This design comes from an exercise in tuning for small area on the open sky130 flow, not from production work.
Where RTL was checked, it was by simulation tests only, not by an equivalence proof against the original.
No activity file was given, so power comes from the tool's default toggle rates.

==> module VERILOGStart04, before the edit <==
module VERILOGStart04(clk, rst, buttonWaitingIN, buttonLeftIN, buttonRightIN, buttonSelectionIN, led1, led5, en);
	output[3:0] led1, en;
	output[6:0] led5;
	input clk, rst, buttonWaitingIN, buttonLeftIN, buttonRightIN, buttonSelectionIN;
	localparam Waiting = 3'd0, Selection = 3'd2, Payment = 3'd3, Implementation = 3'd6, Unsuccessful = 3'd4;
	localparam BL = 4'd11, RS = 4'd10;
	reg [4:0] scan;
	reg [1:0] ind;
	wire scan_end = (scan == 5'b01001);
	wire [1:0] ind_n = scan_end ? ind + 1'b1 : ind;
	always @(posedge clk)
		if (rst) begin
			scan <= 0;
			ind <= 0;
		end else begin
			scan <= scan_end ? 5'd0 : {scan[3:0], ~(scan[4] ^ scan[2])};
			ind <= ind_n;
		end
	wire pW, pL, pR, pS;
	deb #(.INIT_L(1'b0), .INIT_C(7'b0001101)) dW (.clk(clk), .rst(rst), .x(buttonWaitingIN), .press(pW));
	deb dL (.clk(clk), .rst(rst), .x(buttonLeftIN), .press(pL));
	deb dR (.clk(clk), .rst(rst), .x(buttonRightIN), .press(pR));
	deb dS (.clk(clk), .rst(rst), .x(buttonSelectionIN), .press(pS));
	reg [2:0] st;
	reg [1:0] sel;
	reg [3:0] tens, ones;        
	wire [3:0] m = {tens[2:0], ones[0]};
	reg [10:0] tm;               
	wire [10:0] tm_n = {tm[9:0], ~(tm[10] ^ tm[8])};
	localparam TM2000 = 11'b01110100111;
	wire tens0 = (tens == 4'd0);
	reg ok;
	always @(*)
		case (sel)
			2'd0: ok = ~tens0;
			2'd1: ok = tens >= 4'd2;
			2'd2: ok = (tens >= 4'd4) | ((tens == 4'd3) & ones[0]);
			default: ok = tens >= 4'd5;
		endcase
	wire tm_run = (st == Implementation) | (st == Unsuccessful);
	always @(posedge clk)
		if (~tm_run)
			tm <= 0;
		else if (tm == TM2000)
			tm <= {10'd0, st == Unsuccessful};
		else
			tm <= tm_n;
	wire sW = (st == Waiting), sSel = (st == Selection), sPay = (st == Payment);
	wire sImpl = (st == Implementation), sUns = (st == Unsuccessful);
	wire anyp = pW | pL | pR | pS;
	wire pay_sel = pS & ~pL & ~pR;                   
	wire pay_wait = pW & ~pL & ~pR & ~pS;            
	wire tm_end = (tm == TM2000);
	always @(posedge clk)
		if (rst)
			st <= Waiting;
		else if (sW & anyp)
			st <= Selection;
		else if ((sSel | sPay) & pay_wait)
			st <= Waiting;
		else if (sSel & pay_sel)
			st <= Payment;
		else if (sPay & pay_sel)
			st <= ok ? Implementation : Unsuccessful;
		else if (sImpl & (tens == 4'd10) & ones[0])
			st <= Waiting;
		else if (sUns & (ones == 4'd9) & tm_end)
			st <= Waiting;
	always @(posedge clk)
		if (sW)
			sel <= 0;
		else if (sSel & pL)
			sel <= sel - 1'b1;
		else if (sSel & pR)
			sel <= sel + 1'b1;
	wire up = sPay ? (pR & ~pL & (m != 4'd10)) : (tm_run & tm_end);
	wire dn = sPay & pL & (m != 4'd0);
	wire carry = ones[0] & (sPay | ones[3]);        
	always @(posedge clk)
		if (sW | (sPay & pay_sel)) begin
			tens <= 0;
			ones <= 0;
		end else if (up) begin
			ones <= carry ? 4'd0 : ones + 1'b1;
			if (carry) tens <= tens + 1'b1;
		end else if (dn) begin
			ones[0] <= ~ones[0];
			if (~ones[0]) tens <= tens - 1'b1;
		end
	reg [10:0] blink;            
	reg [1:0] lv;                
	assign led1 = {lv == 2'd3, lv == 2'd3, lv[1], lv != 2'd0};
	always @(posedge clk)
		if (rst) begin
			blink <= 0;
			lv <= 0;
		end else
			case (st)
				Waiting:
					if (blink != 11'b01111100010)
						blink <= {blink[9:0], ~(blink[10] ^ blink[8])};
					else begin
						blink <= 0;
						lv <= (lv == 2'd3) ? 2'd0 : 2'd3;
					end
				Selection: lv <= 2'd2;
				Payment: lv <= 2'd1;
				default: lv <= 2'd0;
			endcase
	reg db3;                     
	reg [2:0] db2;               
	reg [3:0] d3, d2;
	reg d1;
	always @(posedge clk)
		if (rst) begin
			db3 <= 0; db2 <= 0;
			d3 <= 0; d2 <= 0; d1 <= 0;
		end else
			case (st)
				Payment: begin
					{db2, db3} <= m;
					d3 <= db3 ? 4'd5 : 4'd0;
					d2 <= {1'b0, db2};
				end
				Implementation: begin
					d3 <= ones;
					d2 <= tens;          
					d1 <= (tens == 4'd10);
				end
				default: ;
			endcase
	wire [3:0] d2c = ((d2 == 4'd0) & tens0) ? BL : d2;
	reg [3:0] f1, f2, f3, fn;
	always @(*) begin
		case (st)
			Selection: begin
				f1 = {2'b11, sel};
				f2 = {2'b11, sel};
				f3 = {2'b11, sel};
			end
			Payment: begin
				f1 = BL;
				f2 = d2c;
				f3 = d3;
			end
			Implementation: begin
				f1 = d1 ? 4'd1 : (tens == 4'd10) ? 4'd0 : BL;
				f2 = d2c;
				f3 = d3;
			end
			Unsuccessful: begin
				f1 = 4'd15;
				f2 = 4'd5;
				f3 = 4'd5;
			end
			default: begin
				f1 = BL;
				f2 = BL;
				f3 = BL;
			end
		endcase
		case (ind_n)
			2'd0: fn = BL;
			2'd1: fn = f1;
			2'd2: fn = f2;
			default: fn = f3;
		endcase
	end
	reg [3:0] bsel, z;
	always @(posedge clk)
		if (rst) begin
			bsel <= 4'd8;
			z <= RS;
		end else begin
			bsel <= fn;
			z <= bsel;
		end
	wire [1:0] eind = (scan == 5'd0) ? ind - 1'b1 : ind;
	wire rs = (z == RS) & (eind == 2'd3);
	assign en = {eind != 2'd0, eind != 2'd1, eind != 2'd2, (eind != 2'd3) | rs};
	reg [6:0] seg;
	always @(*)
		case (z)
			4'd0: seg = 7'b0000001;
			4'd1: seg = 7'b1001111;
			4'd2: seg = 7'b0010010;
			4'd3: seg = 7'b0000110;
			4'd4: seg = 7'b1001100;
			4'd5: seg = 7'b0100100;
			4'd6: seg = 7'b0100000;
			4'd7: seg = 7'b0001111;
			4'd8: seg = 7'b0000000;
			4'd9: seg = 7'b0000100;
			4'd10: seg = {6'b000000, ~eind[0]};      
			4'd11: seg = 7'b1111111;
			default:
				case ({eind, z[1:0]})
					4'b1000: seg = 7'b0100100;
					4'b1001: seg = 7'b0000001;
					4'b1010: seg = 7'b0001000;
					4'b1011: seg = 7'b0001000;
					4'b1100: seg = 7'b0011000;
					4'b1101: seg = 7'b0111000;
					4'b1110: seg = 7'b0011000;
					4'b1111: seg = 7'b1110000;
					4'b0100, 4'b0000: seg = 7'b0110000;
					4'b0111, 4'b0011: seg = 7'b1110001;
					default: seg = 7'b0110001;
				endcase
		endcase
	assign led5 = seg;
endmodule
export LEC_CHECK = 0
export ABC_AREA = 1
export CAP_MARGIN = 20
export CORE_MARGIN = 2
export CORE_UTILIZATION = 40
export CTS_BUF_LIST = sky130_fd_sc_hd__clkbuf_8
export SLEW_MARGIN = 20
create_clock -name core_clock -period 20.0 [get_ports {clk}]
standard.sh (not shown) runs the stock make flow with config.mk's settings and CLKGATE_MAP_FILE= SYNTH_SCRIPT=/design/flow/synth_recipe.tcl, a recipe that flattens the netlist after the stock synthesis.
==> flow/flow/run.sh <==
#!/bin/bash
# Standard ORFS layout with three changes:
#  - synthesis maps the logic with an area-oriented ABC script (flow/abc.script) in place of
#    ORFS's abc_area.script; the rest of synthesis (synth_recipe.tcl) is unchanged, so the
#    registers are the standard synthesis's;
#  - the port buffers use the smallest buffer cell;
#  - clock tree synthesis uses clkbuf_8 and adds no dummy loads.
set -euo pipefail
here=$(pwd)
rm -rf "$here/scripts_abc"
cp -r "$FLOW_HOME/scripts" "$here/scripts_abc"
cp "$here/flow/abc.script" "$here/scripts_abc/abc_area.script"
bash standard.sh SCRIPTS_DIR="$here/scripts_abc" synth > "$here/synth.log" 2>&1
export BUFFER_PORTS_ARGS="-buffer_cell sky130_fd_sc_hd__buf_1"
export CTS_ARGS="-sink_clustering_enable -repair_clock_nets -buf_list sky130_fd_sc_hd__clkbuf_8 -dont_use_dummy_load"
bash standard.sh finish > "$here/layout.log" 2>&1
==> flow/flow/abc.script <==
strash
&get -n
&deepsyn -I 20 -J 10
&dch -f
&nf -R 1000 -E 100
&put
topo
Change:
--- a/flow/design.v
+++ b/flow/design.v
@@ -17,13 +17,13 @@
 		end
 endmodule
 module VERILOGStart04(clk, rst, buttonWaitingIN, buttonLeftIN, buttonRightIN, buttonSelectionIN, led1, led5, en);
 	output[3:0] led1, en;
 	output[6:0] led5;
 	input clk, rst, buttonWaitingIN, buttonLeftIN, buttonRightIN, buttonSelectionIN;
-	localparam Waiting = 3'd0, Selection = 3'd2, Payment = 3'd3, Implementation = 3'd6, Unsuccessful = 3'd4;
+	localparam Waiting = 3'd0, Selection = 3'd1, Payment = 3'd2, Implementation = 3'd3, Unsuccessful = 3'd4;
 	localparam BL = 4'd11, RS = 4'd10;
 	reg [4:0] scan;
 	reg [1:0] ind;
 	wire scan_end = (scan == 5'b01001);
 	wire [1:0] ind_n = scan_end ? ind + 1'b1 : ind;
 	always @(posedge clk)
Outcome: Design area rises by 1.4%; worst setup slack improves by 0.044 ns; sequential share of layout area drops by 0.65 points; critical path depth does not change; cell count rises by 3.0%; utilization decreases by 1.0 points; power rose by 0.50%; global-route usage shrinks by 0.71 points; register-to-register slack stays flat; clock skew grows by 0.0063 ns; sequential power stays flat; combinational power increases by about 2%.
For the first run of this note, only the layout was checked, not whether the RTL still works.

========
Setup of lane 4:
Another version of the RTL of VERILOGStart04 (not shown whole).
Size in the first run: roughly 410 cells after synthesis, about 21 I/O pins.
## VERILOGStart04
module VERILOGStart04(clk, rst, buttonWaitingIN, buttonLeftIN, buttonRightIN, buttonSelectionIN, led1, led5, en);
	output[3:0] led1, en;
	output[6:0] led5;
	input clk, rst, buttonWaitingIN, buttonLeftIN, buttonRightIN, buttonSelectionIN;
	localparam Waiting = 3'd0, Selection = 3'd2, Payment = 3'd3, Implementation = 3'd6, Unsuccessful = 3'd4;
	localparam BL = 4'd11, RS = 4'd10;
	reg [4:0] scan;
	reg [1:0] ind;
	wire scan_end = (scan == 5'b01001);
	wire [1:0] ind_n = {ind[1] ^ (scan_end & ind[0]), ind[0] ^ scan_end};
	always @(posedge clk)
		if (rst) begin
			scan <= 0;
			ind <= 0;
		end else begin
			scan <= scan_end ? 5'd0 : {scan[3:0], ~(scan[4] ^ scan[2])};
			ind <= ind_n;
		end
	wire pW, pL, pR, pS;
	deb #(.INIT_L(1'b0), .INIT_C(7'b0001101)) dW (.clk(clk), .rst(rst), .x(buttonWaitingIN), .press(pW));
	deb dL (.clk(clk), .rst(rst), .x(buttonLeftIN), .press(pL));
	deb dR (.clk(clk), .rst(rst), .x(buttonRightIN), .press(pR));
	deb dS (.clk(clk), .rst(rst), .x(buttonSelectionIN), .press(pS));
	reg [2:0] st;
	reg [1:0] sel;
	reg [3:0] tens, ones;        
	wire [3:0] m = {tens[2:0], ones[0]};
	reg [10:0] tm;               
	wire [10:0] tm_n = {tm[9:0], ~(tm[10] ^ tm[8])};
	localparam TM2000 = 11'b01110100111;
	wire tens0 = (tens == 4'd0);
	reg ok;
	always @(*)
  ...
export LEC_CHECK = 0
export ABC_AREA = 1
export CAP_MARGIN = 20
export CORE_MARGIN = 2
export CORE_UTILIZATION = 40
export CTS_BUF_LIST = sky130_fd_sc_hd__clkbuf_8
export SLEW_MARGIN = 20
create_clock -name core_clock -period 20.0 [get_ports {clk}]
Scripts as last shown in full above: flow/flow/run.sh, flow/flow/abc.script
Inputs modified between lane 4 and lane 2:
--- a/flow/design.v
+++ b/flow/design.v
@@ -104,32 +104,32 @@
 				ones <= {ones[3] ^ (up & ones[2] & ones[1] & ones[0]), ones[2] ^ (up & ones[1] & ones[0]),
 					ones[1] ^ (up & ones[0]), ~ones[0]};
 			tens <= tens ^ {(tinc & tens[2] & tens[1] & tens[0]) | (tdec & ~tens[2] & ~tens[1] & ~tens[0]),
 				(tinc & tens[1] & tens[0]) | (tdec & ~tens[1] & ~tens[0]),
 				(tinc & tens[0]) | (tdec & ~tens[0]), tinc | tdec};
 		end
 	reg [10:0] blink;            
-	reg [2:0] lv;                
-	assign led1 = {lv[2], lv};
+	reg [1:0] lv;                
+	assign led1 = {lv == 2'd3, lv == 2'd3, lv[1], lv != 2'd0};
 	always @(posedge clk)
 		if (rst) begin
 			blink <= 0;
 			lv <= 0;
 		end else
 			case (st)
 				Waiting:
 					if (blink != 11'b01111100010)
 						blink <= {blink[9:0], ~(blink[10] ^ blink[8])};
 					else begin
 						blink <= 0;
-						lv <= {3{~lv[2]}};
+						lv <= (lv == 2'd3) ? 2'd0 : 2'd3;
 					end
-				Selection: lv <= 3'b011;
-				Payment: lv <= 3'b001;
-				default: lv <= 3'b000;
+				Selection: lv <= 2'd2;
+				Payment: lv <= 2'd1;
+				default: lv <= 2'd0;
 			endcase
 	reg db3;                     
 	reg [2:0] db2;               
 	reg [3:0] d3, d2;
 	reg d1;
 	always @(posedge clk)
 		if (rst) begin
==> run notes <==
- Lane 2 vs. lane 4: layout-stage area growth over the synthesis result down 0.47 points, combinational fraction of design power up 1.0 points, setup slack up 0.77 ns, count of cells along the worst register-to-register path up 1, clock transition at the register clock pins on the worst setup and hold paths after CTS up 0.02 ns.
- Fraction of layout cells with a size suffix above 1 delta for lane 2 relative to lane 4: 0.47 points lower
- Between lane 2 and lane 4, it is lane 2 whose total power per unit cell area is higher, by about 1.2%.
- Lane 2 vs lane 4 — synthesized area climbed slightly
No functional check of the RTL was part of lane 4.

========
## job 105
VERILOGStart04, a different RTL version from the one above (not shown whole).
Size: ~550 cells after synthesis, about 97 flip-flops, roughly 4700 µm² of cells after synthesis.
==> module VERILOGStart04, before the edit <==
module VERILOGStart04(clk, rst, buttonWaitingIN, buttonLeftIN, buttonRightIN, buttonSelectionIN, led1, led5, en);
	output[3:0] led1, en;
	output[6:0] led5;
	input clk, rst, buttonWaitingIN, buttonLeftIN, buttonRightIN, buttonSelectionIN;
	localparam Waiting = 3'd0, Selection = 3'd1, Payment = 3'd2, Implementation = 3'd3, Unsuccessful = 3'd4;
	localparam BL = 4'd10, L1 = 4'd11, L2 = 4'd12, L3 = 4'd13, RS = 4'd15;
	reg [4:0] scan;
	reg [1:0] ind;
	wire scan_end = (scan == 5'b01001);
	wire [1:0] ind_n = scan_end ? ind + 1'b1 : ind;
	always @(posedge clk)
		if (rst) begin
			scan <= 0;
			ind <= 0;
		end else begin
			scan <= scan_end ? 5'd0 : {scan[3:0], ~(scan[4] ^ scan[2])};
			ind <= ind_n;
		end
	wire pW, pL, pR, pS;
	deb #(.INIT_L(1'b0), .INIT_C(7'b0001101)) dW (.clk(clk), .rst(rst), .x(buttonWaitingIN), .press(pW));
	deb dL (.clk(clk), .rst(rst), .x(buttonLeftIN), .press(pL));
	deb dR (.clk(clk), .rst(rst), .x(buttonRightIN), .press(pR));
	deb dS (.clk(clk), .rst(rst), .x(buttonSelectionIN), .press(pS));
	reg [2:0] st;
	reg [1:0] sel;
	reg [3:0] tens, ones;        
	reg [10:0] tm;               
	wire [10:0] tm_n = {tm[9:0], ~(tm[10] ^ tm[8])};
	localparam TM1991 = 11'b11110110101, TM2000 = 11'b01110100111;
	wire tens0 = (tens == 4'd0);
	reg ok;
	always @(*)
		case (sel)
			2'd0: ok = ~tens0;
			2'd1: ok = tens >= 4'd2;
			2'd2: ok = (tens >= 4'd4) | ((tens == 4'd3) & ones[0]);
			default: ok = tens >= 4'd5;
		endcase
	wire tm_run = (st == Implementation) | (st == Unsuccessful);
	always @(posedge clk)
		if (~tm_run | (tm == TM2000))
			tm <= 0;
		else
			tm <= tm_n;
	always @(posedge clk)
		if (rst)
			st <= Waiting;
		else
			case (st)
				Waiting: begin
					if (pW | pL | pR | pS) st <= Selection;
					sel <= 0;
					tens <= 0;
					ones <= 0;
				end
				Selection: begin
					if (pL) sel <= sel - 1'b1;
					else if (pR) sel <= sel + 1'b1;
					else if (pS) st <= Payment;
					else if (pW) st <= Waiting;
				end
				Payment: begin
					if (pL) begin
						if (ones[0]) ones <= 0;
						else if (~tens0) begin ones <= 4'd5; tens <= tens - 1'b1; end
					end else if (pR) begin
						if (tens != 4'd5) begin
							if (ones[0]) begin ones <= 0; tens <= tens + 1'b1; end
							else ones <= 4'd5;
						end
					end else if (pS) begin
						st <= ok ? Implementation : Unsuccessful;
						tens <= 0;
						ones <= 0;
					end else if (pW)
						st <= Waiting;
				end
				Implementation, Unsuccessful: begin
					if (st == Implementation ? ((tens == 4'd10) & ones[0]) : ((ones == 4'd9) & (tm == TM1991)))
						st <= Waiting;
					else if (tm == TM2000) begin
						if (ones == 4'd9) begin
							ones <= 0;
							tens <= tens + 1'b1;
						end else
							ones <= ones + 1'b1;
					end
				end
				default: ;
			endcase
	reg [10:0] blink;            
	reg [1:0] lv;                
	assign led1 = {lv == 2'd3, lv == 2'd3, lv[1], lv != 2'd0};
	always @(posedge clk)
		if (rst) begin
			blink <= 0;
			lv <= 0;
		end else
			case (st)
				Waiting:
					if (blink != 11'b01111100010)
						blink <= {blink[9:0], ~(blink[10] ^ blink[8])};
					else begin
						blink <= 0;
						lv <= (lv == 2'd3) ? 2'd0 : 2'd3;
					end
				Selection: lv <= 2'd2;
				Payment: lv <= 2'd1;
				default: lv <= 2'd0;
			endcase
	reg db3;                     
	reg [2:0] db2;               
	reg [3:0] d3, d2;
	reg d1;
	always @(posedge clk)
		if (rst) begin
			db3 <= 0; db2 <= 0;
			d3 <= 0; d2 <= 0; d1 <= 0;
		end else
			case (st)
				Payment: begin
					db3 <= ones[0];
					db2 <= tens[2:0];
					d3 <= db3 ? 4'd5 : 4'd0;
					d2 <= {1'b0, db2};
				end
				Implementation: begin
					d3 <= ones;
					d2 <= ((tens == 4'd10) & (ones == 4'd0)) ? 4'd0 : tens;
					d1 <= (tens == 4'd10);
				end
				default: ;
			endcase
	wire [3:0] d2c = (d2 == 4'd0) ? (tens0 ? BL : 4'd0) : ((d2 > 4'd9) ? 4'd0 : d2);
	reg [3:0] f1, f2, f3, fn;
	always @(*) begin
		case (st)
			Selection: begin
				f1 = (sel == 2'd0) ? L1 : (sel == 2'd3) ? L3 : L2;
				f2 = (sel == 2'd0) ? 4'd5 : (sel == 2'd1) ? 4'd0 : L1;
				f3 = (sel == 2'd1) ? L2 : (sel == 2'd3) ? L3 : L1;
			end
			Payment: begin
				f1 = BL;
				f2 = d2c;
				f3 = d3;
			end
			Implementation: begin
				f1 = d1 ? 4'd1 : (tens == 4'd10) ? 4'd0 : BL;
				f2 = d2c;
				f3 = d3;
			end
			Unsuccessful: begin
				f1 = L3;
				f2 = 4'd5;
				f3 = 4'd5;
			end
			default: begin
				f1 = BL;
				f2 = BL;
				f3 = BL;
			end
		endcase
		case (ind_n)
			2'd0: fn = BL;
			2'd1: fn = f1;
			2'd2: fn = f2;
			default: fn = f3;
		endcase
	end
	reg [3:0] bsel, z;
	always @(posedge clk)
		if (rst) begin
			bsel <= 4'd8;
			z <= RS;
		end else begin
			bsel <= fn;
			z <= bsel;
		end
	wire [1:0] eind = (scan == 5'd0) ? ind - 1'b1 : ind;
	assign en = (z == RS) ? 4'b1111 : ~(4'b1000 >> eind);
	reg [6:0] seg;
	always @(*)
		case (z)
			4'd0: seg = 7'b0000001;
			4'd1: seg = 7'b1001111;
			4'd2: seg = 7'b0010010;
			4'd3: seg = 7'b0000110;
			4'd4: seg = 7'b1001100;
			4'd5: seg = 7'b0100100;
			4'd6: seg = 7'b0100000;
			4'd7: seg = 7'b0001111;
			4'd8: seg = 7'b0000000;
			4'd9: seg = 7'b0000100;
			L1: seg = (eind == 2'd1) ? 7'b0110000 : (eind == 2'd2) ? 7'b0001000 : 7'b0011000;
			L2: seg = (eind == 2'd1) ? 7'b0110001 : 7'b0111000;
			L3: seg = (eind == 2'd1) ? 7'b1110001 : 7'b1110000;
			RS: seg = 7'b0000000;
			default: seg = 7'b1111111;
		endcase
	assign led5 = seg;
endmodule
clock: 20.0 ns
lec_check: 0
cap_margin: 20
core_margin: 2
core_utilization: 40
cts_buf_list: sky130_fd_sc_hd__clkbuf_8
slew_margin: 20
run.sh (not shown) runs the stock make flow with config.mk's settings and CLKGATE_MAP_FILE= SYNTH_SCRIPT=/design/flow/synth_recipe.tcl, a recipe that flattens the netlist after the stock synthesis.
Stock flow here: none of the scripts above is used.
Changes in job 101 relative to job 105:
--- a/flow/design.v
+++ b/flow/design.v
@@ -21,7 +21,7 @@
 	output[6:0] led5;
 	input clk, rst, buttonWaitingIN, buttonLeftIN, buttonRightIN, buttonSelectionIN;
 	localparam Waiting = 3'd0, Selection = 3'd1, Payment = 3'd2, Implementation = 3'd3, Unsuccessful = 3'd4;
-	localparam BL = 4'd10, L1 = 4'd11, L2 = 4'd12, L3 = 4'd13, RS = 4'd15;
+	localparam BL = 4'd15, L1 = 4'd11, L2 = 4'd12, L3 = 4'd13, RS = 4'd14;
 	reg [4:0] scan;
 	reg [1:0] ind;
 	wire scan_end = (scan == 5'b01001);
@@ -42,6 +42,7 @@
 	reg [2:0] st;
 	reg [1:0] sel;
 	reg [3:0] tens, ones;        
+	wire [3:0] m = {tens[2:0], ones[0]};
 	reg [10:0] tm;               
 	wire [10:0] tm_n = {tm[9:0], ~(tm[10] ^ tm[8])};
 	localparam TM1991 = 11'b11110110101, TM2000 = 11'b01110100111;
@@ -79,13 +80,9 @@
 				end
 				Payment: begin
 					if (pL) begin
-						if (ones[0]) ones <= 0;
-						else if (~tens0) begin ones <= 4'd5; tens <= tens - 1'b1; end
+						if (m != 4'd0) {tens[2:0], ones[0]} <= m - 1'b1;
 					end else if (pR) begin
-						if (tens != 4'd5) begin
-							if (ones[0]) begin ones <= 0; tens <= tens + 1'b1; end
-							else ones <= 4'd5;
-						end
+						if (m != 4'd10) {tens[2:0], ones[0]} <= m + 1'b1;
 					end else if (pS) begin
 						st <= ok ? Implementation : Unsuccessful;
 						tens <= 0;
@@ -137,19 +134,18 @@
 		end else
 			case (st)
 				Payment: begin
-					db3 <= ones[0];
-					db2 <= tens[2:0];
+					{db2, db3} <= m;
 					d3 <= db3 ? 4'd5 : 4'd0;
 					d2 <= {1'b0, db2};
 				end
 				Implementation: begin
 					d3 <= ones;
-					d2 <= ((tens == 4'd10) & (ones == 4'd0)) ? 4'd0 : tens;
+					d2 <= tens;          
 					d1 <= (tens == 4'd10);
 				end
 				default: ;
 			endcase
-	wire [3:0] d2c = (d2 == 4'd0) ? (tens0 ? BL : 4'd0) : ((d2 > 4'd9) ? 4'd0 : d2);
+	wire [3:0] d2c = ((d2 == 4'd0) & tens0) ? BL : d2;
 	reg [3:0] f1, f2, f3, fn;
 	always @(*) begin
 		case (st)
@@ -210,6 +206,7 @@
 			4'd7: seg = 7'b0001111;
 			4'd8: seg = 7'b0000000;
 			4'd9: seg = 7'b0000100;
+			4'd10: seg = 7'b0000001;
 			L1: seg = (eind == 2'd1) ? 7'b0110000 : (eind == 2'd2) ? 7'b0001000 : 7'b0011000;
 			L2: seg = (eind == 2'd1) ? 7'b0110001 : 7'b0111000;
 			L3: seg = (eind == 2'd1) ? 7'b1110001 : 7'b1110000;
==> comparison <==
Compared with job 105, in job 101 met1 usage in global routing went down by 1.8 points; headroom to the max-slew limit went down by 7.2 points; largest stage delay on the critical path went down by 0.02 ns.
Job 101 has completed all stages; timing, DRC and antenna checks passed.
Between job 105 and job 101, the difference in fmax is negligible.
Per the comparison of job 101 with job 105, total negative setup slack about even, slack of the critical path fell 0.0030 ns.
The RTL of job 105 was laid out without a check of its function.

-- re-timing with driven ports --
No port has a modelled driver above. Below, the same layouts with a new extraction and two added sets of constraints.
Step 1: set_driving_cell puts a clkbuf_16 on clk and a buf_2 on each other input, an assumption about the parent block.
Step 2, shift: input delay + t, output delay - t, t = (earliest + latest rising clock arrival at the registers) / 2. This alone moves slack from input paths to output paths.
Slacks: ideal ports / drivers / drivers and shift; pairs: ideal ports / drivers.
run | t (ns) | setup WS [ns] | slew at the worst register clock pin (ns)
the first run of note 1 | 0.373 | 13.617 / 13.586 / 13.959 | 0.09 / 0.09
the second run of note 1 | 0.385 | 13.661 / 13.629 / 14.014 | 0.10 / 0.10
lane 4 | 0.381 | 12.898 / 12.867 / 13.247 | 0.09 / 0.09
lane 2 | 0.374 | 13.664 / 13.634 / 14.009 | 0.09 / 0.09
job 105 | 0.409 | 13.509 / 13.472 / 13.881 | 0.10 / 0.10
job 101 | 0.410 | 13.506 / 13.474 / 13.885 | 0.10 / 0.10
After both steps setup and hold are still met in every run listed.
